Background: an optimization exercise with open tools, aiming at a short achievable clock period and few clock cycles. Do not read the settings as production practice.
Function was checked by simulation only, so behaviour that the tests miss may differ from the original.
Power is estimated from default activity; no workload was simulated.

--- flow/config.mk ---
export PLATFORM = sky130hd
export DESIGN_NAME = ARM
export DESIGN_NICKNAME = ARM
export VERILOG_FILES = /design/flow/design.v
export SDC_FILE = /design/flow/constraint.sdc
export NUM_CORES = 8
export LEC_CHECK = 0
export CAP_MARGIN = 20
export CORE_MARGIN = 2
export CORE_UTILIZATION = 40
export SETUP_SLACK_MARGIN = 0.4
export SLEW_MARGIN = 20
--- flow/constraint.sdc ---
create_clock -name core_clock -period 18.0 [get_ports {clk}]
set_input_delay 3.6000 -clock core_clock [delete_from_list [all_inputs] [get_ports {clk}]]
set_output_delay 3.6000 -clock core_clock [all_outputs]
set_load 0.01 [all_outputs]
--- flow/design.v ---
module ARM (
	input clk,
	input rst,
	output [31:0] imem_addr,
	input  [31:0] imem_rdata,
	output [31:0] dmem_addr,
	output [31:0] dmem_wdata,
	output dmem_rd_en,
	output dmem_wr_en,
	input  [31:0] dmem_rdata,
	input  dmem_ready
);
	reg  [9:0]  pc;
	reg         fd_v;
	reg  [31:0] fd_ins;
	reg  [14:0] fd_oha, fd_ohb;    
	reg         fd_xa, fd_xb;      
	reg         fd_la, fd_lb;      
	reg         fd_pred;           
	reg         fd_zoff;           
	reg         fd_imm1;           
	reg  [9:0]  fd_alt;            
	reg         de_v;
	reg  [3:0]  de_cond;
	reg         de_wr;             
	reg         de_ld, de_st, de_br, de_setf;
	reg  [3:0]  de_rd, de_ra, de_rm;
	reg         de_pred, de_zoff;
	reg  [9:0]  de_alt;
	reg         de_arith, de_invb, de_cin1, de_cinc, de_zext, de_linv;
	reg  [1:0]  de_lsel;
	reg  [32:0] de_a;              
	reg  [32:0] de_b;              
	reg  [31:0] de_sd;             
	reg         de_pa, de_pb, de_ps;    
	reg         de_pbs;                 
	reg         use_a, use_b, use_s;    
	reg  [3:0]  de_stag;                
	reg  [6:0]  de_shf;                 
	reg         de_lch;                 
	reg  [3:0]  de_tag;                 
	reg         x_wr;
	reg  [3:0]  x_dst;
	reg  [31:0] x_val;
	reg         ld_eq1;            
	reg  [14:0] eq1;               
	reg         ld_v;
	reg         ld_any;            
	reg  [3:0]  ld_tag;
	reg  [3:0]  ld_dst;
	reg  [31:0] ld_q;
	reg  [31:0] ld_qs;             
	reg  [3:0]  flg;
	reg  [31:0] rf [0:14];
	reg  [14:0] pend;          
	reg  [3:0]  ptag [0:14];   
	reg  [3:0]  l_seq;         
	reg         o_rd, o_wr;
	reg  [31:0] o_addr, o_wdata;
	reg  [3:0]  o_dst, o_tag;
	reg         q_wr   [0:7];
	reg  [31:0] q_addr [0:7];
	reg  [31:0] q_data [0:7];
	reg  [3:0]  q_dst  [0:7];
	reg  [3:0]  q_tag  [0:7];      
	reg         q_pd   [0:7];      
	reg  [2:0]  q_rp, q_wp;
	reg  [3:0]  q_cnt;
	wire fN = flg[3], fZ = flg[2], fC = flg[1], fV = flg[0];
	wire [15:0] ctab = {
		1'b0,                       
		1'b1,                       
		fZ | (fN != fV),            
		~fZ & (fN == fV),           
		fN != fV,                   
		fN == fV,                   
		~fC | fZ,                   
		fC & ~fZ,                   
		~fV, fV, ~fN, fN, ~fC, fC, ~fZ, fZ };
	wire        e_cond = ctab[de_cond];
	wire        e_go   = de_v & e_cond;           
	wire        e_hold = e_go & (de_pa | de_pb);
	wire        e_ok   = e_go & ~e_hold;
	wire        cin = de_cin1 | (de_cinc & fC);
	wire [32:0] ea = use_a ? xa(ld_q, de_zext) : de_a;
	wire [32:0] eb = use_b ? xb(de_pbs ? ld_qs : ld_q, de_zext, de_invb) : de_b;
	wire [31:0] es = use_s ? ld_q : de_sd;
	wire [33:0] sum34 = {ea, 1'b1} + {eb, cin};
	wire [32:0] sum = sum34[33:1];
	wire [32:0] zc  = {ea[31:0] | eb[31:0], cin};
	wire        zsum = &(~(ea ^ eb ^ zc));
	reg  [31:0] lres;
	always @(*) begin
		case (de_lsel)
			2'd0: lres = ea[31:0] & eb[31:0];
			2'd1: lres = ea[31:0] | eb[31:0];
			2'd2: lres = ea[31:0] ^ eb[31:0];
			default: lres = eb[31:0];
		endcase
		if (de_linv) lres = ~lres;
	end
	wire [31:0] res  = de_arith ? sum[31:0] : lres;
	wire        nN   = res[31];
	wire        nC   = de_arith ? sum[32] : lres[31];
	wire        nZ   = de_arith ? zsum : ~|lres;
	wire        nV   = de_arith ? (sum[31] ^ sum[32]) : 1'b0;
	wire        e_qmem = e_go & (de_ld | de_st) & ~de_lch;    
	wire        e_mem  = e_qmem & ~e_hold;
	wire        e_ldw  = e_mem & de_ld;
	wire        e_aluw = e_ok & de_wr;
	wire        e_sets = e_go & de_setf;
	wire        mispredict = de_v & de_br & ~de_zoff & (e_cond != de_pred);
	wire [31:0] di   = fd_ins;
	wire [1:0]  dmode = di[27:26];
	wire        dI   = di[25];
	wire [3:0]  dop  = di[24:21];
	wire        dS   = di[20];
	wire [3:0]  drn  = di[19:16];
	wire [3:0]  drd  = di[15:12];
	wire [3:0]  drm  = di[3:0];
	wire d_dp    = dmode == 2'b00;
	wire d_mov   = dop == 4'b1101;
	wire d_mvn   = dop == 4'b1111;
	wire d_add   = dop == 4'b0100;
	wire d_adc   = dop == 4'b0101;
	wire d_sub   = dop == 4'b0010;
	wire d_sbc   = dop == 4'b0110;
	wire d_and   = dop == 4'b0000;
	wire d_orr   = dop == 4'b1100;
	wire d_eor   = dop == 4'b0001;
	wire d_cmp   = dop == 4'b1010;
	wire d_tst   = dop == 4'b1000;
	wire d_wrop  = d_mov | d_mvn | d_add | d_adc | d_sub | d_sbc | d_and | d_orr | d_eor;
	wire d_alu_w = d_dp & d_wrop;
	wire d_cmpt  = d_dp & dS & (d_cmp | d_tst);
	wire d_alu   = d_alu_w | d_cmpt;
	wire d_ld    = (dmode == 2'b01) & dS;
	wire d_st    = (dmode == 2'b01) & ~dS;
	wire d_mem   = dmode == 2'b01;
	wire d_br    = (dmode == 2'b10) & ~di[24];
	wire d_setf  = (d_alu_w & dS) | d_cmpt | d_ld;
	wire d_invb  = d_dp & (d_sub | d_sbc | d_cmp);
	wire d_zext  = d_dp & d_adc;
	wire d_use_a = (d_alu & ~d_mov & ~d_mvn) | d_mem;
	wire d_use_b = d_alu & ~dI & ~di[4];
	wire d_shift = d_use_b & (di[11:7] != 5'd0);
	wire [3:0] d_rbsel = d_st ? drd : drm;
	reg  [31:0] rfv [0:14];
	integer i;
	always @(*)
		for (i = 0; i < 15; i = i + 1)
			rfv[i] = rf[i];
	function [31:0] rdreg(input [14:0] oh);
		integer j;
		begin
			rdreg = 32'd0;
			for (j = 0; j < 15; j = j + 1)
				rdreg = rdreg | (rfv[j] & {32{oh[j]}});
		end
	endfunction
	wire [31:0] d_va = fd_xa ? x_val : fd_la ? ld_q : rdreg(fd_oha);
	wire [31:0] d_vb = fd_xb ? x_val : fd_lb ? ld_q : rdreg(fd_ohb);
	wire [4:0]  d_sh  = di[11:7];
	wire [1:0]  d_sty = di[6:5];
	wire [63:0] d_ror = {d_vb, d_vb} >> d_sh;
	wire [4:0]  d_rot = {di[11:8], 1'b0};
	wire [63:0] d_iror = {24'd0, di[7:0], 24'd0, di[7:0]} >> d_rot;
	reg  [31:0] d_op2;
	always @(*) begin
		if (d_mem)
			d_op2 = {{20{di[11]}}, di[11:0]};
		else if (dI)
			d_op2 = d_iror[31:0];
		else if (di[4])
			d_op2 = 32'd0;
		else case (d_sty)
			2'b00: d_op2 = d_vb << d_sh;
			2'b11: d_op2 = d_ror[31:0];
			default: d_op2 = d_vb >> d_sh;
		endcase
	end
	function fwd(input [3:0] r);
		fwd = e_go & de_wr & (de_rd == r);
	endfunction
	function pl(input [3:0] r, input [14:0] oh);
		pl = (|(pend & oh) & ~fwd(r)) |
		     (e_go & de_ld & (de_rd == r) & (r != 4'd15));
	endfunction
	wire d_pla = pl(drn, fd_oha);
	wire d_plb = pl(d_rbsel, fd_ohb);
	wire d_fwa = fwd(drn);
	wire d_fwb = fwd(d_rbsel);
	wire d_fa = d_use_a & d_fwa;
	wire d_fb = d_use_b & ~d_shift & d_fwb;
	wire d_fs = d_st & d_fwb;
	wire d_pa = d_use_a & d_pla;
	wire d_pb = d_use_b & d_plb;
	wire d_ps = d_st & d_plb;
	reg  [3:0]  d_stag;
	always @(*) begin
		if (e_go & de_ld & (de_rd == drd))
			d_stag = de_lch ? de_tag : l_seq;
		else
			d_stag = ptag[drd];
	end
	wire head_busy = o_rd | o_wr;
	wire served    = head_busy & dmem_ready;
	wire head_free = ~head_busy | served;
	wire q_nonempty = q_cnt != 4'd0;
	wire q_full = ((q_cnt == 4'd8) & (head_busy | e_qmem)) |
	              ((q_cnt == 4'd7) & head_busy & e_qmem);
	wire stall = fd_v & (
		(d_shift & d_fwb) |
		(d_mem & q_full));
	wire [31:0] d_addr = d_va + {{20{di[11]}}, di[11:0]};
	wire [3:0] dcnd = di[31:28];
	wire d_ctrue = (dcnd == 4'd14) | (~e_sets & ctab[dcnd]);
	wire d_lok = fd_v & d_mem & d_ctrue & ~stall & ~mispredict &
	             ~d_pla & ~d_fwa & (d_ld | (~d_plb & ~d_fwb)) &
	             ~q_nonempty & ~e_qmem;
	wire launch = d_lok & ~e_hold & head_free;
	wire launch_ld = launch & d_ld;
	wire d_known = ~e_sets;
	wire d_taken = ctab[dcnd];
	wire d_fix = fd_v & d_br & ~fd_zoff & d_known & (d_taken != fd_pred);
	wire [31:0] fi = imem_rdata;
	wire        f_br = (fi[27:26] == 2'b10) & ~fi[24];
	wire        d_sets = fd_v & d_setf;
	wire        stable = ~d_sets & ~e_sets;
	wire [3:0]  fc = fi[31:28];
	wire        x_eq1 = x_val == 32'd1;
	wire        dz1_val = fd_xa ? x_eq1 : fd_la ? ld_eq1 : |(fd_oha & eq1);
	wire        dz1_known = d_sets & d_dp & (d_sub | d_cmp) & dI & fd_imm1 &
	                        d_ctrue & ~d_pla & ~d_fwa;
	reg  [15:0] pk_b, pk_f;
	integer c;
	always @(*) begin
		for (c = 0; c < 14; c = c + 1) begin
			if (c < 2) begin
				pk_b[c] = dz1_known ? (dz1_val ^ c[0]) : (~stable | ctab[c]);
				pk_f[c] = dz1_known ? (dz1_val ^ c[0]) : stable ? ctab[c] : c[0];
			end else begin
				pk_b[c] = ~stable | ctab[c];
				pk_f[c] = stable ? ctab[c] : ((c < 10) ? c[0] : ~c[0]);
			end
		end
		pk_b[14] = 1'b1; pk_f[14] = 1'b1;
		pk_b[15] = 1'b0; pk_f[15] = 1'b0;
	end
	wire        f_pred = f_br & (fi[23] ? pk_b[fc] : pk_f[fc]);
	wire [9:0]  pc1 = pc + 10'd1;
	wire [10:0] ft_sum = {pc, 1'b1} + {fi[9:0], 1'b1};
	wire [9:0]  f_tgt = ft_sum[10:1];
	wire [9:0]  f_next = f_pred ? f_tgt : pc1;
	wire [9:0]  f_alt  = f_pred ? pc1 : f_tgt;
	wire        f_st = (fi[27:26] == 2'b01) & ~fi[20];
	wire [3:0]  f_rb = f_st ? fi[15:12] : fi[3:0];
	wire [15:0] f_oha = 16'd1 << fi[19:16];
	wire [3:0]  n_ra = f_hold ? drn : fi[19:16];
	wire [3:0]  n_rb = f_hold ? d_rbsel : f_rb;
	wire [15:0] f_ohb = 16'd1 << f_rb;
	assign imem_addr = {22'd0, pc};
	assign dmem_addr  = o_addr;
	assign dmem_wdata = o_wdata;
	assign dmem_rd_en = o_rd;
	assign dmem_wr_en = o_wr;
	wire bypass_q  = head_free & ~q_nonempty & e_mem;    
	wire q_push    = e_mem & ~bypass_q;
	wire q_pop     = head_free & q_nonempty;
	wire [15:0] o_oh = 16'd1 << o_dst;
	wire e_lld = e_go & de_lch & de_ld;
	wire head_latest = (|(pend & o_oh[14:0]) & (ptag[o_dst] == o_tag)) |
	                   (e_lld & (de_tag == o_tag));
	wire head_wr = o_rd & head_latest;                  
	wire ld_wr = dmem_ready & head_wr;                  
	wire e_ld_to = e_qmem & de_ld;                      
	wire cap_da = dmem_ready & (head_wr & (o_dst == drn) & ~(e_ld_to & (de_rd == drn)));
	wire cap_db = dmem_ready & (head_wr & (o_dst == d_rbsel) & ~(e_ld_to & (de_rd == d_rbsel)));
	wire cap_ea = dmem_ready & (head_wr & (o_dst == de_ra));
	wire cap_eb = dmem_ready & (head_wr & (o_dst == de_rm));
	wire cap_es = dmem_ready & (head_wr & (o_dst == de_rd));
	wire        ls_e = e_hold & de_pb;
	wire [4:0]  ls_sh = ls_e ? de_shf[6:2] : di[11:7];
	wire [1:0]  ls_ty = ls_e ? de_shf[1:0] : di[6:5];
	wire [31:0] ls_in = dmem_rdata;
	wire [63:0] ls_ror = {ls_in, ls_in} >> ls_sh;
	reg  [31:0] ls_out;
	always @(*) begin
		case (ls_ty)
			2'b00: ls_out = ls_in << ls_sh;
			2'b11: ls_out = ls_ror[31:0];
			default: ls_out = ls_in >> ls_sh;
		endcase
	end
	function [32:0] xa(input [31:0] v, input zext);
		xa = {~zext & v[31], v};
	endfunction
	function [32:0] xb(input [31:0] v, input zext, input invb);
		xb = {33{invb}} ^ {~zext & v[31], v};
	endfunction
	wire        n_rd   = q_nonempty ? ~q_wr[q_rp] : e_mem ? de_ld : launch & d_ld;
	wire        n_wr   = q_nonempty ?  q_wr[q_rp] : e_mem ? de_st : launch & d_st;
	wire [31:0] n_addr = q_nonempty ? q_addr[q_rp] : e_mem ? sum[31:0] : d_addr;
	wire        n_pd   = q_nonempty ? q_pd[q_rp] : e_mem & de_st & de_ps;
	wire [3:0]  n_ptg  = q_nonempty ? q_tag[q_rp] : de_stag;
	wire [31:0] n_pdat = (o_rd & (o_tag == n_ptg)) ? dmem_rdata : ld_q;
	wire [31:0] n_data = n_pd ? n_pdat : q_nonempty ? q_data[q_rp] : e_mem ? es : d_vb;
	wire        d_fix_e = d_fix & ~mispredict & ~f_hold;
	wire        f_take = f_pred & ~mispredict & ~f_hold;
	wire [9:0]  pc_alt = mispredict ? de_alt : f_hold ? pc : pc1;
	wire [9:0]  pc_o   = f_take ? f_tgt : pc_alt;
	wire advance = ~e_hold;           
	wire f_hold  = e_hold | stall;
	always @(posedge clk) begin
		if (rst) begin
			pc <= 10'd0;
			o_rd <= 1'b0; o_wr <= 1'b0;
			o_addr <= 32'd0; o_wdata <= 32'd0;
			o_dst <= 4'd0; o_tag <= 4'd0;
		end else begin
			pc <= d_fix_e ? fd_alt : pc_o;
			if (head_free) begin
				o_rd    <= n_rd;
				o_wr    <= n_wr;
				o_addr  <= n_addr;
				o_wdata <= n_data;
				o_dst   <= q_nonempty ? q_dst[q_rp]  : e_mem ? de_rd : drd;
				o_tag   <= q_nonempty ? q_tag[q_rp]  : l_seq;
			end
		end
	end
	integer k;
	always @(posedge clk or posedge rst) begin
		if (rst) begin
			fd_v <= 1'b0;
			de_v <= 1'b0;
			flg <= 4'd0;
			for (k = 0; k < 15; k = k + 1)
				rf[k] <= k;
			eq1 <= 15'd2;
			x_wr <= 1'b0;
			ld_v <= 1'b0;
			ld_any <= 1'b0;
			pend <= 15'd0;
			l_seq <= 4'd0;
			q_rp <= 3'd0; q_wp <= 3'd0; q_cnt <= 4'd0;
		end else begin
			if (mispredict)
				fd_v <= 1'b0;
			else if (!f_hold)
				fd_v <= ~d_fix;
			if (advance)
				de_v <= fd_v & ~stall & ~mispredict;
			if (e_ok & de_setf)
				flg <= {nN, nZ, nC, nV};
			if (ld_v && ld_dst != 4'd15) begin rf[ld_dst] <= ld_q; eq1[ld_dst] <= ld_eq1; end
			if (x_wr && x_dst != 4'd15) begin rf[x_dst] <= x_val; eq1[x_dst] <= x_eq1; end    
			x_wr <= e_aluw;
			ld_v <= ld_wr;
			ld_any <= o_rd & dmem_ready;
			if (ld_wr && o_dst != 4'd15) pend[o_dst] <= 1'b0;
			if (e_aluw && de_rd != 4'd15) pend[de_rd] <= 1'b0;
			if (e_ldw && de_rd != 4'd15) pend[de_rd] <= 1'b1;
			if (e_lld && !dmem_ready && de_rd != 4'd15) pend[de_rd] <= 1'b1;
			if (e_ldw | launch_ld) l_seq <= l_seq + 4'd1;
			if (q_push) q_wp <= q_wp + 3'd1;
			if (q_pop)  q_rp <= q_rp + 3'd1;
			q_cnt <= q_cnt + {3'd0, q_push} - {3'd0, q_pop};
		end
	end
	always @(posedge clk) begin
		if (rst) begin
			de_a <= 0;
			de_alt <= 0;
			de_arith <= 0;
			de_b <= 0;
			de_br <= 0;
			de_cin1 <= 0;
			de_cinc <= 0;
			de_cond <= 0;
			de_invb <= 0;
			de_lch <= 0;
			de_tag <= 0;
			de_ld <= 0;
			de_linv <= 0;
			de_lsel <= 0;
			de_pa <= 0;
			use_a <= 0;
			use_b <= 0;
			use_s <= 0;
			de_stag <= 0;
			de_pb <= 0;
			de_pbs <= 0;
			de_pred <= 0;
			de_ps <= 0;
			de_ra <= 0;
			de_rd <= 0;
			de_rm <= 0;
			de_sd <= 0;
			de_setf <= 0;
			de_shf <= 0;
			de_st <= 0;
			de_wr <= 0;
			de_zext <= 0;
			de_zoff <= 0;
			fd_alt <= 0;
			fd_ins <= 0;
			fd_la <= 0;
			fd_lb <= 0;
			fd_oha <= 0;
			fd_ohb <= 0;
			fd_pred <= 0;
			fd_xa <= 0;
			fd_xb <= 0;
			fd_zoff <= 0;
			fd_imm1 <= 0;
		end else begin
			fd_xa <= e_aluw & (de_rd == n_ra);
			fd_xb <= e_aluw & (de_rd == n_rb);
			fd_la <= ld_wr & (o_dst == n_ra);
			fd_lb <= ld_wr & (o_dst == n_rb);
			if (~(f_hold | mispredict)) begin
				fd_ins  <= fi;
				fd_oha  <= f_oha[14:0];
				fd_ohb  <= f_ohb[14:0];
				fd_pred <= f_pred;
				fd_zoff <= fi[23:0] == 24'd0;
				fd_imm1 <= (fi[27:25] == 3'b001) & (fi[11:0] == 12'd1);
				fd_alt  <= f_alt;
			end
			if (advance) begin
				de_cond  <= di[31:28];
				de_wr    <= d_alu_w;
				de_ld    <= d_ld;
				de_st    <= d_st;
				de_br    <= d_br;
				de_setf  <= d_setf;
				de_rd    <= drd;
				de_ra    <= drn;
				de_rm    <= drm;
				de_pred  <= d_br & (fd_pred ^ d_fix);
				de_zoff  <= fd_zoff;
				de_alt   <= fd_alt;
				de_arith <= d_mem | (d_dp & (d_add | d_adc | d_sub | d_sbc | d_cmp));
				de_invb  <= d_invb;
				de_cin1  <= d_dp & (d_sub | d_cmp);
				de_cinc  <= d_dp & d_adc;
				de_zext  <= d_zext;
				de_lsel  <= (d_and | d_tst) ? 2'd0 : d_orr ? 2'd1 : d_eor ? 2'd2 : 2'd3;
				de_linv  <= d_mvn;
				de_a     <= d_fa ? xa(res, d_zext) : xa(d_va, d_zext);
				de_b     <= d_fb ? xb(res, d_zext, d_invb) :
				            xb(d_op2, d_zext, d_invb);
				de_sd    <= d_fs ? res : d_vb;
				de_pa    <= d_pa & ~cap_da;
				de_pb    <= d_pb & ~cap_db;
				de_ps    <= d_ps & ~cap_db;
				use_a    <= d_pa & cap_da;
				use_b    <= d_pb & cap_db;
				use_s    <= d_ps & cap_db;
				de_stag  <= d_stag;
				de_pbs   <= d_shift;
				de_shf   <= di[11:5];
				de_lch   <= launch;
				de_tag   <= l_seq;
			end else begin
				if (use_a) de_a  <= ea;
				if (use_b) de_b  <= eb;
				if (use_s) de_sd <= es;
				use_a <= de_pa & cap_ea;
				use_b <= de_pb & cap_eb;
				use_s <= de_ps & cap_es;
				if (de_pa & cap_ea) de_pa <= 1'b0;
				if (de_pb & cap_eb) de_pb <= 1'b0;
				if (de_ps & cap_es) de_ps <= 1'b0;
			end
		end
	end
	always @(posedge clk) begin
		x_dst  <= de_rd;
		x_val  <= res;
		ld_dst <= o_dst;
		ld_q   <= dmem_rdata;
		ld_eq1 <= dmem_rdata == 32'd1;
		ld_tag <= o_tag;
		ld_qs  <= ls_out;
		if (e_ldw) ptag[de_rd] <= l_seq;
		if (e_lld) ptag[de_rd] <= de_tag;
		for (k = 0; k < 8; k = k + 1)
			if (q_pd[k] && ld_any && q_tag[k] == ld_tag) begin
				q_data[k] <= ld_q;
				q_pd[k]   <= 1'b0;
			end
		if (e_mem) begin
			q_wr[q_wp]   <= de_st;
			q_addr[q_wp] <= sum[31:0];
			q_data[q_wp] <= es;
			q_dst[q_wp]  <= de_rd;
			q_tag[q_wp]  <= de_st ? de_stag : l_seq;
			q_pd[q_wp]   <= de_st & de_ps;
		end
	end
endmodule
--- flow/flow/run.sh ---
#!/bin/bash
# Layout flow: the standard ORFS flow (standard.sh, unchanged synthesis),
# with repair_timing asked for a setup margin so that it optimises the layout
# for a shorter period than the constraint's 18 ns, the port buffers made
# with a regular buffer cell, and clock tree synthesis with smaller sink
# clusters and no dummy loads (a shorter clock tree). The clock period and the
# SDC stay the design's.
set -euo pipefail
cd "$(dirname "${BASH_SOURCE[0]}")/.."
bash standard.sh SETUP_SLACK_MARGIN=13.5 \
  "BUFFER_PORTS_ARGS=-buffer_cell sky130_fd_sc_hd__buf_4" \
  "CTS_ARGS=-sink_clustering_enable -repair_clock_nets -dont_use_dummy_load -sink_clustering_size 18 -sink_clustering_max_diameter 100" \
  finish > flow_make.log 2>&1
--- flow/standard.sh ---
#!/bin/bash
# synth_recipe.tcl (not shown) runs the flow's synth.tcl, then flattens the netlist and writes it again
# the make line also repeats each setting of config.mk as NAME=value (left out here)
make -C /OpenROAD-flow-scripts/flow DESIGN_CONFIG=/design/flow/config.mk WORK_HOME=/design/flow/orfs CLKGATE_MAP_FILE= SYNTH_SCRIPT=/design/flow/synth_recipe.tcl "${@:-finish}"
==> out/results.tsv, run 1 <==
stage	metric	value	unit
power_and_ir_drop	Leak	45.85	nW
global_route	vias in the first global route	88470	
outcome	run status	timing/DRC/antenna clean	
synth	area leader, netlist	edfxtp_1	
worst_setup_path	R2R cell count	14	
worst_setup_path	R2R setup slack	13.25	ns
worst_setup_path	WP data required	18.70	ns
floorplanning	Core Area	246200	um^2
sta	Final WS setup	13.00	ns
worst_setup_path	CP cell instances	buf_12, inv_12, ha_4, inv_2, fa_2, nand2_1, nand2_1, a21oi_2, o21ai_2, a21oi_2, o21bai_1, a21oi_1, xor2_1, nand4_1, o21ai_1, o21ai_1	
synth	Post-synth EDFFs	652	
drt	antenna-violating nets left	0	
worst_setup_path	Worst path slowest cell	fa_2	
synth	Avg Cell Area, Syn	9.318	um^2
sta	Max transition margin	0.1363	
clocking	clk latency of the worst-skew pair	0.85	ns
clocking	CTS tree	done	
synth	flops & latches, synth	1626	
global_route	antenna violations before repair	45	
clocking	Root Driver	clkbuf_16	
placed_design	GP Congestion	1.053	
worst_setup_path	Levels on crit path	16	
floorplanning	I/O pin total	165	
clocking	Worst-path clk slew	0.08	ns
sta	Final Critical Period	5.004	ns
worst_setup_path	WP data arrival	5.71	ns
hold_path	hold path cells	2	
final_layout	layout cells sized above 1	0.2095	
worst_setup_path	CP bufs+invs	3	
floorplanning	die area	251700	um^2
sta	Finish-stage setup viols	0	
synth	Synth warnings	3	
clocking	CTS Sinks	1626	
drt	DRT iter0 DRCs	16420	
synth	synthesized area	99090	um^2
final_layout	area occupied by registers	42140	um^2
synth	top post-synthesis cells by area	edfxtp_1, dfrtp_1, dfxtp_1, mux2i_1, mux4_2	
floorplanning	chip width	501.7	um
sta	actual slew at the worst max-slew pin	1.296	ns
worst_setup_path	reg-to-reg endpoint	de_b[21]$_SDFFE_PP0P_	
worst_setup_path	CP Capture Type	flop	
drt	Wirelength per Cell	37.00	um
job	max_cap viols	0	
synth	Synth top area share	0.1976	
synth	Seq/Total Area, Yosys	0.4216	
synth	fraction of registers with async set or reset after synthesis	0.3278	
floorplanning	row cnt	182	
worst_setup_path	CP endpoint	pc[8]$_SDFFE_PP0P_	
global_route	grt ovf	0	
drt	Post-Route WL	513600	um
worst_setup_path	critical path class	input pin to flop	
power_and_ir_drop	P per Cell Area	111.8	nW/um^2
worst_setup_path	CP Launch Point	imem_rdata[0]	
synth	Cells after Synth	10630	
sta	Fin Clk Skew	0.1039	ns
worst_setup_path	Worst setup SP type	input pin	
final_layout	area of the multi-input gates	57680	um^2
sta	achievable clock frequency	199.9	MHz
final_layout	area delta synth->final	17.20	%
clocking	CTS Buf Count	107	
final_layout	fin nets	10750	
sta	Fin. Hold Viols	0	
placed_design	DP HPWL	336100	um
global_route	largest net degree at the start of global routing	95	
sta	period utilisation layout	0.2780	
final_layout	fillers	22690	
power_and_ir_drop	VDD IR-drop max	0.00009090	V
drt	vias per cell	6.905	
synth	leading register cell type out of synthesis	edfxtp_1	
sta	fin. max-slew vios	0	
worst_setup_path	crit-path leading delay family	compound AO/OA/AOI/OAI gates	
sta	RSZ-0062 raised after global routing	yes	
worst_setup_path	crit path max fanout	2	
global_route	Total GRT Usage	0.3905	
worst_setup_path	crit-path max cell delay	0.34	ns
synth	Unique masters post-synth	112	
clocking	hold buffers post-CTS	0	
clocking	CTS HTree Levels	3	
placed_design	pre-CTS setup slack	11.28	ns
hold_path	Worst Hold Class	flop to flop	
clocking	CTS max path bufs	3	
worst_setup_path	reg2reg start	fd_ohb[13]$_SDFFE_PP0P_	
sta	setup TNS	0	ns
global_route	first-pass GRT wire length	700000	um
floorplanning	die height	501.7	um
floorplanning	effective utilization at floorplan	0.4025	
placed_design	IO buf count	142	
drt	Pre-antenna DRT Iters	13	
drt	DRC Markers	0	
drt	vias after detailed routing	95860	
[cell families (layout without fill, tap and decap cells)]
family / Yosys count / after routing / synth area share
compound gates: 3194 / 3194 / 0.2091
simple gates: 3010 / 3012 / 0.1333
flops: 1626 / 1626 / 0.4216
buf+inv: 1252 / 1135 / 0.04984
mux: 1127 / 1127 / 0.1428
xor+xnor: 279 / 279 / 0.02466
fa+ha+maj: 145 / 145 / 0.01861
other cells: 1 / 53 / 0.00003784
[power by group]
group          total (mW)  leakage [nW]  switching (mW)  internal (mW)
logic                5.44          27.7            3.39           2.05
registers            5.18          16.9           0.766           4.41
clock network        2.38          1.32            1.33           1.05
total                13.0          45.9            5.48           7.51
[worst min-delay path by stage]
stage	start	end	slack, ns
5_1_grt	de_alt[2]$_SDFFE_PP0N_	de_alt[2]$_SDFFE_PP0N_	0.47
3_5_place_dp	de_alt[2]$_SDFFE_PP0N_	de_alt[2]$_SDFFE_PP0N_	0.45
2_1_floorplan	o_dst[1]$_SDFFE_PP0N_	ld_dst[1]$_DFF_P_	0.38
3_3_place_gp	de_alt[2]$_SDFFE_PP0N_	de_alt[2]$_SDFFE_PP0N_	0.44
4_1_cts	de_alt[2]$_SDFFE_PP0N_	de_alt[2]$_SDFFE_PP0N_	0.46
6_report	de_alt[1]$_SDFFE_PP0N_	de_alt[1]$_SDFFE_PP0N_	0.46
[cells in the final DEF (no fill, tap or decap), drive strengths merged, types with 150 or more instances in the layout]
cell / n
mux2i: 805
nand3: 216
mux4: 219
nand2: 1231
dfrtp: 504
dfxtp: 441
nor2: 906
a21oi: 853
nand4: 150
inv: 180
nor3: 161
buf: 816
edfxtp: 652
a211oi: 197
a22oi: 496
o21ai: 737
xnor2: 185
[routing by layer]
metal	vias up	part of all wire	wire length, um	track usage
met3	1863	0.14	74450	0.1493
li1	39190	-	-	-
met5	-	0.00066	338	0.004052
met4	34	0.076	38850	0.2311
met2	7597	0.40	205800	0.5411
met1	47170	0.38	194200	0.5126
[tightest hold or removal path, stage by stage (launching register included)]
cell     delay [ns]
dfxtp_1        0.31
nand2_1        0.05
a21oi_1        0.05
[timing repair]
item                                    4_1_cts  5_1_grt
buffers inserted                            188      126
endpoints found under the setup margin     1414      992
gates cloned                                 11       14
resized for setup                           811      475
pin swaps                                   133      185
endpoints found under the hold margin         0        0
[registers in the layout (all words and copies together) (netlist names), 33 cells and up, named ones only]
name,flops
de_a,33
rf,480
q_data,256
de_b,33
q_addr,256
ptag,60
[metrics by stage]
step                      instance area (um^2)  power, mW    util  hold WS (ns)  cells
after floorplan                         100200      7.673       -        0.3845  10660
after global placement                  104100      9.755  0.4231        0.4397  13400
after detailed placement                104200      9.817  0.4234        0.4464  13400
after CTS                               112200      12.52  0.4557        0.4573  13710
after global routing                    116100      13.36  0.4715        0.4731  13850
final                                   116100      12.99  0.4718        0.4564  13880
[area by class of cell]
| cell class | instances | area share |
|---|---|---|
| repair buffers | 840 | 0.07418 |
| repair inverters | 1 | 0.0001401 |
| multi-input cells | 7779 | 0.4967 |
| diodes | 31 | 0.0006679 |
| well taps | 3312 | 0.03568 |
| inverters | 187 | 0.006776 |
| flip-flops and latches | 1626 | 0.3628 |
| clock buffers | 107 | 0.02305 |
[synth_stat cells (48+ instances only)]
master,instances
nor3_1,159
mux2_2,102
nand4_1,150
nand3_1,216
o211ai_1,65
a22oi_1,496
o21a_1,55
xor2_1,94
dfxtp_1,441
a32oi_1,48
inv_1,182
xnor2_1,185
mux4_2,219
nand2_1,1228
a211oi_1,192
buf_2,97
edfxtp_1,652
nor4_1,65
o21ai_0,729
a21o_1,56
clkbuf_1,764
a21oi_1,850
o31ai_1,67
buf_1,174
mux2i_1,805
nor2_1,903
o22ai_1,117
dfrtp_1,504
ha_1,141
a31oi_1,50
Testbench counts, summed over its fixed seeds: cycles 38,166.
==> run 2: changes to the inputs <==
--- a/flow/design.v
+++ b/flow/design.v
@@ -250,6 +250,8 @@
 	wire        f_pred = f_br & (fi[23] ? pk_b[fc] : pk_f[fc]);
 	wire [9:0]  pc1 = pc + 10'd1;
-	wire [10:0] ft_sum = {pc, 1'b1} + {fi[9:0], 1'b1};
-	wire [9:0]  f_tgt = ft_sum[10:1];
+	wire [5:0]  ft_lo  = {1'b0, pc1[4:0]} + {1'b0, fi[4:0]};
+	wire [4:0]  ft_hi0 = pc1[9:5] + fi[9:5];
+	wire [4:0]  ft_hi1 = pc1[9:5] + fi[9:5] + 5'd1;
+	wire [9:0]  f_tgt = {ft_lo[5] ? ft_hi1 : ft_hi0, ft_lo[4:0]};
 	wire [9:0]  f_next = f_pred ? f_tgt : pc1;
 	wire [9:0]  f_alt  = f_pred ? pc1 : f_tgt;
--- a/flow/flow/run.sh
+++ b/flow/flow/run.sh
@@ -10,4 +10,4 @@
 bash standard.sh SETUP_SLACK_MARGIN=13.5 \
   "BUFFER_PORTS_ARGS=-buffer_cell sky130_fd_sc_hd__buf_4" \
-  "CTS_ARGS=-sink_clustering_enable -repair_clock_nets -dont_use_dummy_load -sink_clustering_size 18 -sink_clustering_max_diameter 100" \
+  "CTS_ARGS=-sink_clustering_enable -repair_clock_nets -dont_use_dummy_load -sink_clustering_size 15 -sink_clustering_max_diameter 80" \
   finish > flow_make.log 2>&1
==> out/results.tsv, run 2 <==
stage	metric	value	unit
outcome	run status	timing/DRC/antenna clean	
synth	most numerous cell in the Yosys netlist	nand2_1	
worst_setup_path	R2R cell count	16	
worst_setup_path	WP data required	14.40	ns
worst_setup_path	critical path class	flop to primary output	
synth	fraction of registers with async set or reset after synthesis	0.3278	
worst_setup_path	R2R setup slack	13.39	ns
sta	period utilisation layout	0.2759	
clocking	CTS Buf Count	135	
hold_path	hold path cells	0	
power_and_ir_drop	P per Cell Area	105.5	nW/um^2
synth	flops & latches, synth	1626	
clocking	CTS Sinks	1626	
hold_path	hold path startpoint	o_tag[1]$_SDFFE_PP0N_	
clocking	clk latency of the worst-skew pair	0.86	ns
synth	synthesized area	97300	um^2
global_route	Total GRT Usage	0.3557	
synth	area leader, netlist	edfxtp_1	
final_layout	commonest non-fill, non-tap cell in the layout	nand2_1	
synth	synth cell count leaders	nand2_1, a21oi_1, nor2_1	
sta	actual slew at the worst max-slew pin	1.223	ns
synth	Seq/Total Area, Yosys	0.4294	
floorplanning	Core Area	242500	um^2
drt	DRC Markers	0	
sta	fin. max-slew vios	0	
clocking	Worst-path clk slew	0.07	ns
power_and_ir_drop	VDD IR-drop max	0.0001149	V
synth	Unique masters post-synth	110	
worst_setup_path	Worst setup SP type	flop	
worst_setup_path	crit path max fanout	2	
final_layout	fin nets	10690	
final_layout	max reg flops	480	
worst_setup_path	CP cell instances	buf_6	
drt	antenna-violating nets left	0	
global_route	antenna violations before repair	36	
worst_setup_path	crit-path max cell delay	0.39	ns
sta	Fin. Hold Viols	0	
global_route	first-pass GRT wire length	639900	um
floorplanning	I/O pin total	165	
final_layout	register ranked first by flip-flop count	rf	
drt	Wirelength per Cell	33.66	um
floorplanning	chip width	497.2	um
sta	hold slack	0.4516	ns
sta	setup TNS	0	ns
sta	Final Critical Period	4.966	ns
drt	vias after detailed routing	91130	
synth	Avg Cell Area, Syn	9.040	um^2
clocking	Root Driver	clkbuf_16	
final_layout	most frequent cells in the layout	nand2_1, a21oi_1, nor2_1	
sta	Fin Clk Skew	0.1461	ns
drt	DRT iter0 DRCs	13740	
placed_design	DP HPWL	299500	um
worst_setup_path	reg2reg start	fd_ohb[10]$_SDFFE_PP0P_	
global_route	grt ovf	0	
synth	Synth warnings	3	
placed_design	GP Congestion	1.033	
floorplanning	row cnt	181	
drt	Post-Route WL	460700	um
drt	Pre-antenna DRT Iters	9	
sta	RSZ-0062 raised after global routing	yes	
clocking	CTS tree	done	
hold_path	hold endpoint	ld_tag[1]$_DFF_P_	
worst_setup_path	CP bufs+invs	1	
synth	Cells after Synth	10760	
worst_setup_path	crit-path leading delay family	flip-flops	
sta	Finish-stage setup viols	0	
worst_setup_path	WP data arrival	1.37	ns
floorplanning	die height	497.2	um
worst_setup_path	Worst path slowest cell	dfxtp_4	
placed_design	dpl cells	13330	
power_and_ir_drop	total power	11.66	mW
clocking	CTS HTree Levels	4	
final_layout	fillers	22720	
worst_setup_path	reg-to-reg endpoint	de_b[22]$_SDFFE_PP0P_	
worst_setup_path	CP Capture Type	primary output	
floorplanning	effective utilization at floorplan	0.4012	
final_layout	Core Util, Final	0.4557	
global_route	largest net degree at the start of global routing	121	
clocking	CTS max path bufs	3	
floorplanning	die area	247200	um^2
clocking	hold buffers post-CTS	0	
final_layout	area delta synth->final	13.59	%
hold_path	Worst Hold Class	flop to flop	
synth	leading register cell type out of synthesis	edfxtp_1	
drt	vias per cell	6.659	
final_layout	Layout Cells excl Fill	13690	
global_route	vias in the first global route	84920	
synth	Synth top area share	0.2012	
final_layout	biggest regs	rf (480), q_addr (256), q_data (256)	
power_and_ir_drop	Leak	42.01	nW
job	max_cap viols	0	
sta	Max transition margin	0.1845	
synth	Post-synth EDFFs	652	
synth	top post-synthesis cells by area	edfxtp_1, dfrtp_1, dfxtp_1, a21oi_1, mux2i_1	
final_layout	layout cells sized above 1	0.1679	
sta	achievable clock frequency	201.4	MHz
placed_design	IO buf count	142	
[run 2: final cells by class]
class | instances | area, um^2 | share of cell area
multi-input cells | 7885 | 53680 | 0.4857
flip-flops and latches | 1626 | 42130 | 0.3812
repair buffers | 622 | 6489 | 0.05871
well taps | 3202 | 4006 | 0.03625
clock buffers | 135 | 3378 | 0.03057
inverters | 206 | 804.5 | 0.007279
diodes | 9 | 22.52 | 0.0002038
repair inverters | 1 | 16.27 | 0.0001472
[run 2: repair_timing]
item                                    in CTS  in global routing
gates cloned                                15                  7
pin swaps                                   53                 53
buffers inserted                            94                 95
endpoints found under the setup margin    1707                634
endpoints found under the hold margin        0                  0
gates resized for setup                    607                283
[run 2: cells by family (layout without fill, tap and decap cells)]
kind of cell               Yosys count  after routing  synth area share
AOI/OAI and AO/OA                 3404           3407            0.2163
xor gates and xnor gates           294            294           0.02646
other                                1             31        0.00003854
and+or+nand+nor                   3155           3158            0.1372
muxes                              857            857            0.1190
buffers and inverters             1280            964           0.05230
DFF                               1626           1626            0.4294
adders and majority gates          147            147           0.01929
[run 2: power by group]
part	total, mW	internal, mW	switching, mW
Combinational	4.06	1.61	2.45
Clock	2.69	1.32	1.37
Sequential	4.91	4.32	0.595
Total	11.7	7.25	4.41
[run 2: stage by stage]
| step | setup WS [ns] | area [um^2] |
|---|---|---|
| floorplan | 12.15 | 98210 |
| global placement | 9.973 | 101200 |
| detailed placement | 9.908 | 101200 |
| CTS | 12.99 | 108100 |
| global route | 13.00 | 110500 |
| finish | 13.03 | 110500 |
[run 2: worst max-delay path by stage]
stage | startpoint | cells after the start | slack [ns] | to
2_1_floorplan | rst | 6 | 12.15 | de_b[30]$_SDFFE_PP0P_
3_3_place_gp | rst | 7 | 9.97 | rf[4][28]$_DFF_PP0_
3_5_place_dp | rst | 7 | 9.91 | rf[4][28]$_DFF_PP0_
4_1_cts | o_addr[12]$_SDFFE_PP0N_ | 1 | 12.99 | dmem_addr[12]
5_1_grt | o_addr[12]$_SDFFE_PP0N_ | 1 | 13.00 | dmem_addr[12]
6_report | o_addr[12]$_SDFFE_PP0N_ | 1 | 13.03 | dmem_addr[12]
[run 2: routing by layer]
layer  up-vias  global-route usage  share of wire
met3      1677              0.1108           0.13
met5         -                   0         0.0010
li1      38600                   -              -
met4        28              0.1993          0.070
met2      6444              0.5300           0.42
met1     44380              0.4572           0.38
Testbench counts of run 2, summed over its fixed seeds: cycles 38,166.
==> run 3: changes to the inputs <==
--- a/flow/design.v
+++ b/flow/design.v
@@ -248,10 +248,9 @@
 		pk_b[15] = 1'b0; pk_f[15] = 1'b0;
 	end
-	wire        f_pred = f_br & (fi[23] ? pk_b[fc] : pk_f[fc]);
+	wire        f_pred;
+	ARM_fpred fpred (.fi(fi[31:23]), .pk_b(pk_b), .pk_f(pk_f), .pred(f_pred));
 	wire [9:0]  pc1 = pc + 10'd1;
-	wire [5:0]  ft_lo  = {1'b0, pc1[4:0]} + {1'b0, fi[4:0]};
-	wire [4:0]  ft_hi0 = pc1[9:5] + fi[9:5];
-	wire [4:0]  ft_hi1 = pc1[9:5] + fi[9:5] + 5'd1;
-	wire [9:0]  f_tgt = {ft_lo[5] ? ft_hi1 : ft_hi0, ft_lo[4:0]};
+	wire [9:0]  f_tgt;
+	ARM_ftgt ftgt (.pc(pc), .off(fi[9:0]), .tgt(f_tgt));
 	wire [9:0]  f_next = f_pred ? f_tgt : pc1;
 	wire [9:0]  f_alt  = f_pred ? pc1 : f_tgt;
@@ -504,2 +503,18 @@
 	end
 endmodule
+module ARM_fpred (
+	input  [31:23] fi,
+	input  [15:0]  pk_b, pk_f,
+	output         pred
+);
+	wire br = (fi[27:26] == 2'b10) & ~fi[24];
+	assign pred = br & (fi[23] ? pk_b[fi[31:28]] : pk_f[fi[31:28]]);
+endmodule
+module ARM_ftgt (
+	input  [9:0] pc,
+	input  [9:0] off,
+	output [9:0] tgt
+);
+	wire [10:0] sum = {pc, 1'b1} + {off, 1'b1};
+	assign tgt = sum[10:1];
+endmodule
--- a/flow/flow/run.sh
+++ b/flow/flow/run.sh
@@ -10,4 +10,4 @@
 bash standard.sh SETUP_SLACK_MARGIN=13.5 \
   "BUFFER_PORTS_ARGS=-buffer_cell sky130_fd_sc_hd__buf_4" \
-  "CTS_ARGS=-sink_clustering_enable -repair_clock_nets -dont_use_dummy_load -sink_clustering_size 15 -sink_clustering_max_diameter 80" \
+  "CTS_ARGS=-sink_clustering_enable -repair_clock_nets -dont_use_dummy_load -sink_clustering_size 18 -sink_clustering_max_diameter 100" \
   finish > flow_make.log 2>&1
--- a/flow/config.mk
+++ b/flow/config.mk
@@ -8,5 +8,6 @@
 export CAP_MARGIN = 20
 export CORE_MARGIN = 2
-export CORE_UTILIZATION = 40
+export CORE_UTILIZATION = 45
 export SETUP_SLACK_MARGIN = 0.4
 export SLEW_MARGIN = 20
+export SYNTH_HIERARCHICAL = 1
==> out/results.tsv, run 3 <==
stage	metric	value	unit
placed_design	DP HPWL	310900	um
sta	period utilisation layout	0.2835	
clocking	CTS Buf Count	105	
drt	vias per cell	6.861	
floorplanning	I/O pin total	165	
power_and_ir_drop	VDD IR-drop max	0.00008175	V
floorplanning	chip width	469.7	um
synth	Synth top area share	0.2006	
power_and_ir_drop	P per Cell Area	111.8	nW/um^2
drt	vias after detailed routing	92050	
synth	Post-synth EDFFs	652	
floorplanning	row cnt	170	
global_route	vias in the first global route	85080	
synth	most numerous cell in the Yosys netlist	a21oi_1	
sta	setup TNS	0	ns
sta	achievable clock frequency	195.9	MHz
synth	Synth Area in Compound Gates	0.2152	
clocking	hold buffers post-CTS	0	
synth	leading register cell type out of synthesis	edfxtp_1	
synth	top post-synthesis cells by area	edfxtp_1, dfrtp_1, dfxtp_1, a21oi_1, mux2i_1	
worst_setup_path	critical path class	input pin to flop	
synth	synthesized area	97580	um^2
synth	fraction of registers with async set or reset after synthesis	0.3278	
sta	Max transition margin	0.1428	
clocking	clk latency of the worst-skew pair	0.82	ns
worst_setup_path	CP dominant cell by count	mux4_2	
worst_setup_path	CP Capture Type	flop	
final_layout	most frequent cells in the layout	a21oi_1, nor2_1, nand2_1	
power_and_ir_drop	total power	12.32	mW
sta	Final Critical Period	5.104	ns
synth	Post-Synth Simple-Gate Area	0.1373	
sta	Fin Clk Skew	0.08190	ns
worst_setup_path	crit path max fanout	7	
sta	Final WS setup	12.90	ns
worst_setup_path	WP data required	18.70	ns
floorplanning	die height	469.7	um
final_layout	layout cells sized above 1	0.1764	
placed_design	pre-CTS setup slack	11.29	ns
synth	Synth Area in XOR/XNOR	0.02531	
final_layout	biggest regs	rf (480), q_addr (256), q_data (256)	
clocking	CTS tree	done	
global_route	first-pass GRT wire length	656700	um
global_route	grt ovf	0	
global_route	largest net degree at the start of global routing	159	
synth	Seq/Total Area, Yosys	0.4282	
floorplanning	Core Area	215000	um^2
final_layout	register ranked first by flip-flop count	rf	
worst_setup_path	CP bufs+invs	1	
final_layout	fin nets	10770	
drt	DRT iter0 DRCs	15110	
global_route	Total GRT Usage	0.4116	
worst_setup_path	Worst setup SP type	input pin	
worst_setup_path	Levels on crit path	10	
sta	Fin. Hold Viols	0	
sta	fin. max-slew vios	0	
floorplanning	die area	220600	um^2
final_layout	commonest non-fill, non-tap cell in the layout	a21oi_1	
sta	hold slack	0.4538	ns
sta	RSZ-0062 raised after global routing	yes	
synth	Synth warnings	9	
clocking	CTS max path bufs	3	
placed_design	GP Congestion	1.041	
worst_setup_path	CP cell instances	buf_12, mux4_2, mux4_2, o22ai_4, nor3_4, mux2i_1, nand2_1, a21oi_1, or3_1, o21ai_1	
synth	Cells after Synth	10830	
sta	Finish-stage setup viols	0	
drt	antenna-violating nets left	0	
synth	largest family of logic cells by synthesized area	compound AO/OA/AOI/OAI gates	
floorplanning	effective utilization at floorplan	0.4538	
drt	Post-Route WL	473900	um
hold_path	hold path cells	2	
synth	adder-cell area share of the yosys netlist	0.01890	
worst_setup_path	crit-path max cell delay	0.51	ns
job	max_cap viols	0	
synth	mux share of post-synthesis cell area	0.1207	
synth	Avg Cell Area, Syn	9.011	um^2
final_layout	max reg flops	480	
worst_setup_path	R2R setup slack	13.00	ns
sta	actual slew at the worst max-slew pin	1.272	ns
drt	Pre-antenna DRT Iters	8	
global_route	antenna violations before repair	29	
final_layout	Core Util, Final	0.5124	
outcome	run status	timing/DRC/antenna clean	
clocking	CTS Sinks	1626	
power_and_ir_drop	Leak	41.73	nW
synth	synth cell count leaders	a21oi_1, nor2_1, nand2_1	
worst_setup_path	Worst path slowest cell	mux4_2	
worst_setup_path	crit-path leading delay family	multiplexers	
clocking	Root Driver	clkbuf_16	
clocking	CTS HTree Levels	3	
worst_setup_path	R2R cell count	14	
synth	area leader, netlist	edfxtp_1	
synth	Unique masters post-synth	111	
worst_setup_path	WP data arrival	5.80	ns
final_layout	area delta synth->final	12.91	%
hold_path	Worst Hold Class	flop to flop	
drt	Wirelength per Cell	35.32	um
clocking	Worst-path clk slew	0.09	ns
placed_design	IO buf count	142	
synth	flops & latches, synth	1626	
drt	DRC Markers	0	
==> run 3: routing by layer <==
layer  track usage  wire length (um)  part of all wire
met1        0.5505            183500              0.39
met2        0.5951            198300              0.42
met3        0.1308             61860              0.13
met4        0.2132             29940             0.063
met5             0               329           0.00069
==> run 3: worst paths after layout <==
| kind | startpoint | to |
|---|---|---|
| setup / recovery | imem_rdata[28] | pc[2]$_SDFFE_PP0P_ |
| hold / removal | de_alt[7]$_SDFFE_PP0N_ | de_alt[7]$_SDFFE_PP0N_ |
| setup reg to reg | x_val[14]$_DFF_P_ | pc[2]$_SDFFE_PP0P_ |
| hold reg to reg | de_alt[7]$_SDFFE_PP0N_ | de_alt[7]$_SDFFE_PP0N_ |
| max in group asynchronous | rst | rf[12][11]$_DFF_PP0_ |
| min in group asynchronous | rst | pend[9]$_DFF_PP0_ |
==> run 3: per-stage QoR <==
step | cell area, um^2 | instances
after floorplan | 98600 | 10850
after global placement | 101200 | 13060
after detailed placement | 101300 | 13060
after CTS | 107900 | 13290
after global routing | 110200 | 13400
final | 110200 | 13420
==> run 3: worst register-to-register path, stage by stage (launching register included) <==
cell     delay [ns]
dfxtp_1        0.71
nor4_2         0.72
nand4_1        0.27
or2_2          0.48
mux2i_2        0.45
a22oi_1        0.19
mux4_2         0.48
mux4_2         0.49
o22ai_4        0.21
nor3_4         0.11
mux2i_1        0.17
nand2_1        0.09
a21oi_1        0.07
or3_1          0.34
o21ai_1        0.13
==> run 3: logic make-up (layout without fill, tap and decap cells) <==
kind of cell	after synthesis	in the layout
flops	1626	1626
simple gates	3185	3187
xor+xnor	282	282
mux	876	876
other cells	2	53
buf+inv	1291	987
compound gates	3422	3422
fa+ha+maj	145	145
==> run 3: timing repair <==
item,CTS,global route
gates resized for setup,687,274
endpoints found under the setup margin,1275,384
pin swaps,79,99
buffers inserted,118,96
cloned,5,5
hold endpoints to repair,0,0
==> run 3: final cells by class <==
cell class,count,area (um^2)
repair buffers,675,6661
clock buffers,105,2628
fillers,19660,104900
diodes,27,67.56
flip-flops and latches,1626,42120
repair inverters,1,16.27
well taps,2838,3551
inverters,206,845.8
multi-input cells,7938,54300
==> run 3: Yosys stat by module (local to each module, per instance) <==
| module | area [um^2] | copies in the design |
|---|---|---|
| ARM_ftgt | 455.4 | 1 |
| ARM | 96830 | 1 |
| ARM_fpred | 291.5 | 1 |
==> run 3: where the power goes <==
| part | total [mW] | switching, mW | internal, mW |
|---|---|---|---|
| clock | 2.34 | 1.31 | 1.03 |
| combinational | 4.96 | 3.09 | 1.87 |
| sequential | 5.02 | 0.612 | 4.41 |
Testbench counts of run 3, summed over its fixed seeds: cycles 38,166.
==> run 4: changes to the inputs <==
--- a/flow/design.v
+++ b/flow/design.v
@@ -248,11 +248,7 @@
 		pk_b[15] = 1'b0; pk_f[15] = 1'b0;
 	end
-	wire        f_pred;
-	ARM_fpred fpred (.fi(fi[31:23]), .pk_b(pk_b), .pk_f(pk_f), .pred(f_pred));
 	wire [9:0]  pc1 = pc + 10'd1;
-	wire [9:0]  f_tgt;
-	ARM_ftgt ftgt (.pc(pc), .off(fi[9:0]), .tgt(f_tgt));
-	wire [9:0]  f_next = f_pred ? f_tgt : pc1;
-	wire [9:0]  f_alt  = f_pred ? pc1 : f_tgt;
+	wire        f_pred;
+	wire [9:0]  f_alt, pc_d;
 	wire        f_st = (fi[27:26] == 2'b01) & ~fi[20];
 	wire [3:0]  f_rb = f_st ? fi[15:12] : fi[3:0];
@@ -308,17 +304,18 @@
 	wire [31:0] n_data = n_pd ? n_pdat : q_nonempty ? q_data[q_rp] : e_mem ? es : d_vb;
 	wire        d_fix_e = d_fix & ~mispredict & ~f_hold;
-	wire        f_take = f_pred & ~mispredict & ~f_hold;
-	wire [9:0]  pc_alt = mispredict ? de_alt : f_hold ? pc : pc1;
-	wire [9:0]  pc_o   = f_take ? f_tgt : pc_alt;
+	wire [9:0]  pc_alt = rst ? 10'd0 : mispredict ? de_alt : f_hold ? pc : pc1;
+	ARM_fnext fnext (
+		.fi_c(fi[31:23]), .fi_off(fi[9:0]), .pc1(pc1), .pk_b(pk_b), .pk_f(pk_f),
+		.go(~rst & ~mispredict & ~f_hold), .fix(~rst & d_fix_e), .fix_pc(fd_alt),
+		.alt_pc(pc_alt), .pc_d(pc_d), .pred(f_pred), .alt(f_alt));
 	wire advance = ~e_hold;           
 	wire f_hold  = e_hold | stall;
 	always @(posedge clk) begin
+		pc <= pc_d;                  
 		if (rst) begin
-			pc <= 10'd0;
 			o_rd <= 1'b0; o_wr <= 1'b0;
 			o_addr <= 32'd0; o_wdata <= 32'd0;
 			o_dst <= 4'd0; o_tag <= 4'd0;
 		end else begin
-			pc <= d_fix_e ? fd_alt : pc_o;
 			if (head_free) begin
 				o_rd    <= n_rd;
@@ -503,18 +500,21 @@
 	end
 endmodule
-module ARM_fpred (
-	input  [31:23] fi,
-	input  [15:0]  pk_b, pk_f,
-	output         pred
-);
-	wire br = (fi[27:26] == 2'b10) & ~fi[24];
-	assign pred = br & (fi[23] ? pk_b[fi[31:28]] : pk_f[fi[31:28]]);
-endmodule
-module ARM_ftgt (
-	input  [9:0] pc,
-	input  [9:0] off,
-	output [9:0] tgt
+module ARM_fnext (
+	input  [31:23] fi_c,       
+	input  [9:0]   fi_off,     
+	input  [9:0]   pc1,        
+	input  [15:0]  pk_b, pk_f, 
+	input          go,         
+	input          fix,        
+	input  [9:0]   fix_pc,
+	input  [9:0]   alt_pc,     
+	output [9:0]   pc_d,
+	output         pred,
+	output [9:0]   alt         
 );
-	wire [10:0] sum = {pc, 1'b1} + {off, 1'b1};
-	assign tgt = sum[10:1];
+	wire       br  = (fi_c[27:26] == 2'b10) & ~fi_c[24];
+	assign     pred = br & (fi_c[23] ? pk_b[fi_c[31:28]] : pk_f[fi_c[31:28]]);
+	wire [9:0] tgt = pc1 + fi_off;
+	assign     pc_d = fix ? fix_pc : (pred & go) ? tgt : alt_pc;
+	assign     alt  = pred ? pc1 : tgt;
 endmodule
==> out/results.tsv, run 4 <==
stage	metric	value	unit
sta	period utilisation layout	0.2753	
global_route	first-pass GRT wire length	666800	um
floorplanning	I/O pin total	165	
synth	top post-synthesis cells by area	edfxtp_1, dfrtp_1, dfxtp_1, mux2i_1, mux4_2	
worst_setup_path	Worst setup SP type	flop	
power_and_ir_drop	total power	11.98	mW
sta	achievable clock frequency	201.8	MHz
sta	Finish-stage setup viols	0	
drt	DRT iter0 DRCs	14780	
synth	adder-cell area share of the yosys netlist	0.01866	
clocking	clk latency of the worst-skew pair	0.86	ns
synth	flops & latches, synth	1626	
placed_design	dpl cells	12730	
sta	fin. max-slew vios	0	
worst_setup_path	CP bufs+invs	1	
synth	largest family of logic cells by synthesized area	compound AO/OA/AOI/OAI gates	
global_route	antenna violations before repair	48	
global_route	Total GRT Usage	0.4185	
worst_setup_path	crit-path leading delay family	flip-flops	
global_route	largest net degree at the start of global routing	140	
synth	Synth Area in Compound Gates	0.2046	
worst_setup_path	CP cell instances	buf_6	
floorplanning	chip width	472.6	um
sta	hold slack	0.4312	ns
drt	DRC Markers	0	
clocking	CTS tree	done	
final_layout	register ranked first by flip-flop count	rf	
sta	setup TNS	0	ns
floorplanning	die area	223400	um^2
final_layout	Layout Cells excl Fill	13130	
power_and_ir_drop	P per Cell Area	106.4	nW/um^2
synth	most numerous cell in the Yosys netlist	nand2_1	
sta	actual slew at the worst max-slew pin	1.361	ns
worst_setup_path	R2R setup slack	13.36	ns
placed_design	DP HPWL	317500	um
worst_setup_path	reg2reg start	flg[3]$_DFFE_PP0P_	
worst_setup_path	reg-to-reg endpoint	fd_alt[5]$_SDFFE_PP0P_	
floorplanning	effective utilization at floorplan	0.4511	
outcome	run status	timing/DRC/antenna clean	
final_layout	max reg flops	480	
final_layout	biggest regs	rf (480), q_addr (256), q_data (256)	
drt	Wirelength per Cell	36.96	um
floorplanning	Core Area	219100	um^2
synth	Cells after Synth	10410	
final_layout	layout cells sized above 1	0.1991	
worst_setup_path	critical path class	flop to primary output	
power_and_ir_drop	Leak	44.56	nW
sta	Fin Clk Skew	0.1323	ns
power_and_ir_drop	VDD IR-drop max	0.0001274	V
clocking	CTS Sinks	1626	
drt	vias after detailed routing	91760	
clocking	hold buffers post-CTS	0	
synth	Post-synth EDFFs	652	
final_layout	commonest non-fill, non-tap cell in the layout	nand2_1	
sta	Fin. Hold Viols	0	
job	max_cap viols	0	
clocking	Worst-path clk slew	0.09	ns
synth	Avg Cell Area, Syn	9.497	um^2
synth	Synth Area in XOR/XNOR	0.02531	
synth	Post-Synth Simple-Gate Area	0.1221	
drt	antenna-violating nets left	0	
synth	leading register cell type out of synthesis	edfxtp_1	
synth	Unique masters post-synth	122	
synth	synthesized area	98820	um^2
final_layout	most frequent cells in the layout	nand2_1, a21oi_1, nor2_1	
worst_setup_path	Worst path slowest cell	dfxtp_4	
hold_path	hold path cells	2	
clocking	Root Driver	clkbuf_16	
synth	fraction of registers with async set or reset after synthesis	0.3278	
placed_design	pre-CTS setup slack	10.28	ns
drt	Pre-antenna DRT Iters	9	
floorplanning	row cnt	172	
worst_setup_path	WP data required	14.40	ns
clocking	CTS max path bufs	3	
placed_design	IO buf count	142	
final_layout	fin nets	10440	
placed_design	GP Congestion	1.082	
global_route	vias in the first global route	84740	
worst_setup_path	CP Capture Type	primary output	
sta	Final WS setup	13.04	ns
synth	area leader, netlist	edfxtp_1	
drt	Post-Route WL	485100	um
synth	Synth warnings	9	
hold_path	Worst Hold Class	flop to flop	
sta	Final Critical Period	4.955	ns
floorplanning	die height	472.6	um
worst_setup_path	crit path max fanout	2	
worst_setup_path	WP data arrival	1.36	ns
hold_path	hold path startpoint	fd_alt[0]$_SDFFE_PP0P_	
worst_setup_path	R2R cell count	19	
clocking	CTS HTree Levels	3	
sta	Max transition margin	0.08666	
final_layout	area delta synth->final	13.92	%
drt	vias per cell	6.990	
synth	mux share of post-synthesis cell area	0.1563	
synth	Seq/Total Area, Yosys	0.4228	
worst_setup_path	crit-path max cell delay	0.39	ns
global_route	grt ovf	0	
hold_path	hold endpoint	de_alt[0]$_SDFFE_PP0N_	
clocking	CTS Buf Count	104	
synth	synth cell count leaders	nand2_1, a21oi_1, nor2_1	
sta	RSZ-0062 raised after global routing	yes	
synth	Synth top area share	0.1981	
-- run 4: cell count changes after synthesis, sizes merged, moves of 33 or more --
cell   change
mux4      +38
buf       -48
mux2i    +252
o21a      +33
a21oi    -443
nor2     -417
-- run 4: cell families (layout without fill, tap and decap cells) --
logic type	after synthesis	after routing
AO/OA/AOI/OAI	3143	3144
AND/OR/NAND/NOR	2784	2786
flip-flops	1626	1626
buffers and inverters	1229	1026
multiplexers	1193	1193
XOR/XNOR	284	284
adder cells (fa/ha/maj)	145	145
other	2	52
-- run 4: timing repair --
item | in CTS | in global routing
buffers inserted | 144 | 104
endpoints found under the setup margin | 1629 | 451
pin swaps | 76 | 109
gates cloned | 16 | 4
resized for setup | 686 | 337
-- run 4: worst max-delay path by stage --
| stage | end | cells after the start | slack, ns | startpoint |
|---|---|---|---|---|
| 4_1_cts | dmem_rd_en | 1 | 13.00 | o_rd$_SDFFE_PP0N_ |
| 5_1_grt | dmem_rd_en | 1 | 12.99 | o_rd$_SDFFE_PP0N_ |
| 2_1_floorplan | o_addr[26]$_SDFFE_PP0N_ | 4 | 12.29 | rst |
| 3_3_place_gp | eq1[6]$_DFF_PP0_ | 6 | 10.34 | rst |
| 6_report | dmem_rd_en | 1 | 13.04 | o_rd$_SDFFE_PP0N_ |
| 3_5_place_dp | eq1[6]$_DFF_PP0_ | 6 | 10.28 | rst |
-- run 4: worst min-delay path, delay by kind of cell (launching register included) --
kind               cells  cell delay (ns)
AOI/OAI and AO/OA      1             0.06
DFF                    1             0.34
and+or+nand+nor        1             0.06
-- run 4: layout make-up --
cell class / count / area (um^2)
Clock buffer: 104 / 2603
Tap cell: 2871 / 3592
Timing Repair Buffer: 723 / 7274
Sequential cell: 1626 / 42040
Antenna cell: 26 / 65.06
Multi-Input combinational cell: 7578 / 56240
Inverter: 199 / 767.0
Fill cell: 19810 / 106500
-- run 4: power breakdown --
part           switching [mW]  internal [mW]
Sequential              0.592           4.35
Clock                    1.32           1.02
Combinational            2.89           1.81
Total                    4.80           7.18
-- run 4: stage by stage --
stage          instance area [um^2]  utilization
6_report                     112600       0.5139
5_1_grt                      112500       0.5137
4_1_cts                      109900       0.5018
3_5_place_dp                 102700       0.4687
3_3_place_gp                 102700       0.4685
2_1_floorplan                 99650            -
-- run 4: modules after synthesis, one instance, submodules excluded --
| module | flops+latches | cells inside | copies in the design | area [um^2] |
|---|---|---|---|---|
| ARM | 1626 | 10290 | 1 | 97750 |
| ARM_fnext | 0 | 117 | 1 | 1072 |
-- run 4: metal layers --
metal / part of all wire / track usage
met5: 0.00036 / 0
met2: 0.42 / 0.6017
met3: 0.13 / 0.1326
met4: 0.091 / 0.3071
met1: 0.37 / 0.5276
Testbench counts of run 4, summed over its fixed seeds: cycles 38,166.

## what the ideal ports hide
How much do the figures lean on ideal ports? The routed layouts below were timed once more, with nothing changed but the port constraints. Step 1: set_driving_cell puts a clkbuf_16 on clk and a buf_2 on each other input, an assumption about the parent block. Step 2 times the ports against the registers' clock, not the clock port: input delays grow and output delays shrink by t, the midpoint of the rising clock arrivals with the driver on. Three values: no drivers, after step 1, after step 2; two values: the first two.
| run | t (ns) | setup slack, ns | latest minus earliest clock arrival (ns) | pins driven straight from the clock port |
|---|---|---|---|---|
| run 1 | 0.899 | 12.997 / 12.942 / 12.142 | 0.104 / 0.104 | 1 |
| run 2 | 0.883 | 13.034 / 12.940 / 12.438 | 0.148 / 0.148 | 1 |
| run 3 | 0.879 | 12.896 / 12.929 / 12.051 | 0.083 / 0.083 | 1 |
| run 4 | 0.885 | 13.045 / 12.949 / 12.261 | 0.133 / 0.132 | 1 |
After both steps every run listed still meets setup and hold. The setup slack of run 1, which loses most, moves by -0.055 ns with the drivers and by -0.855 ns with both steps.
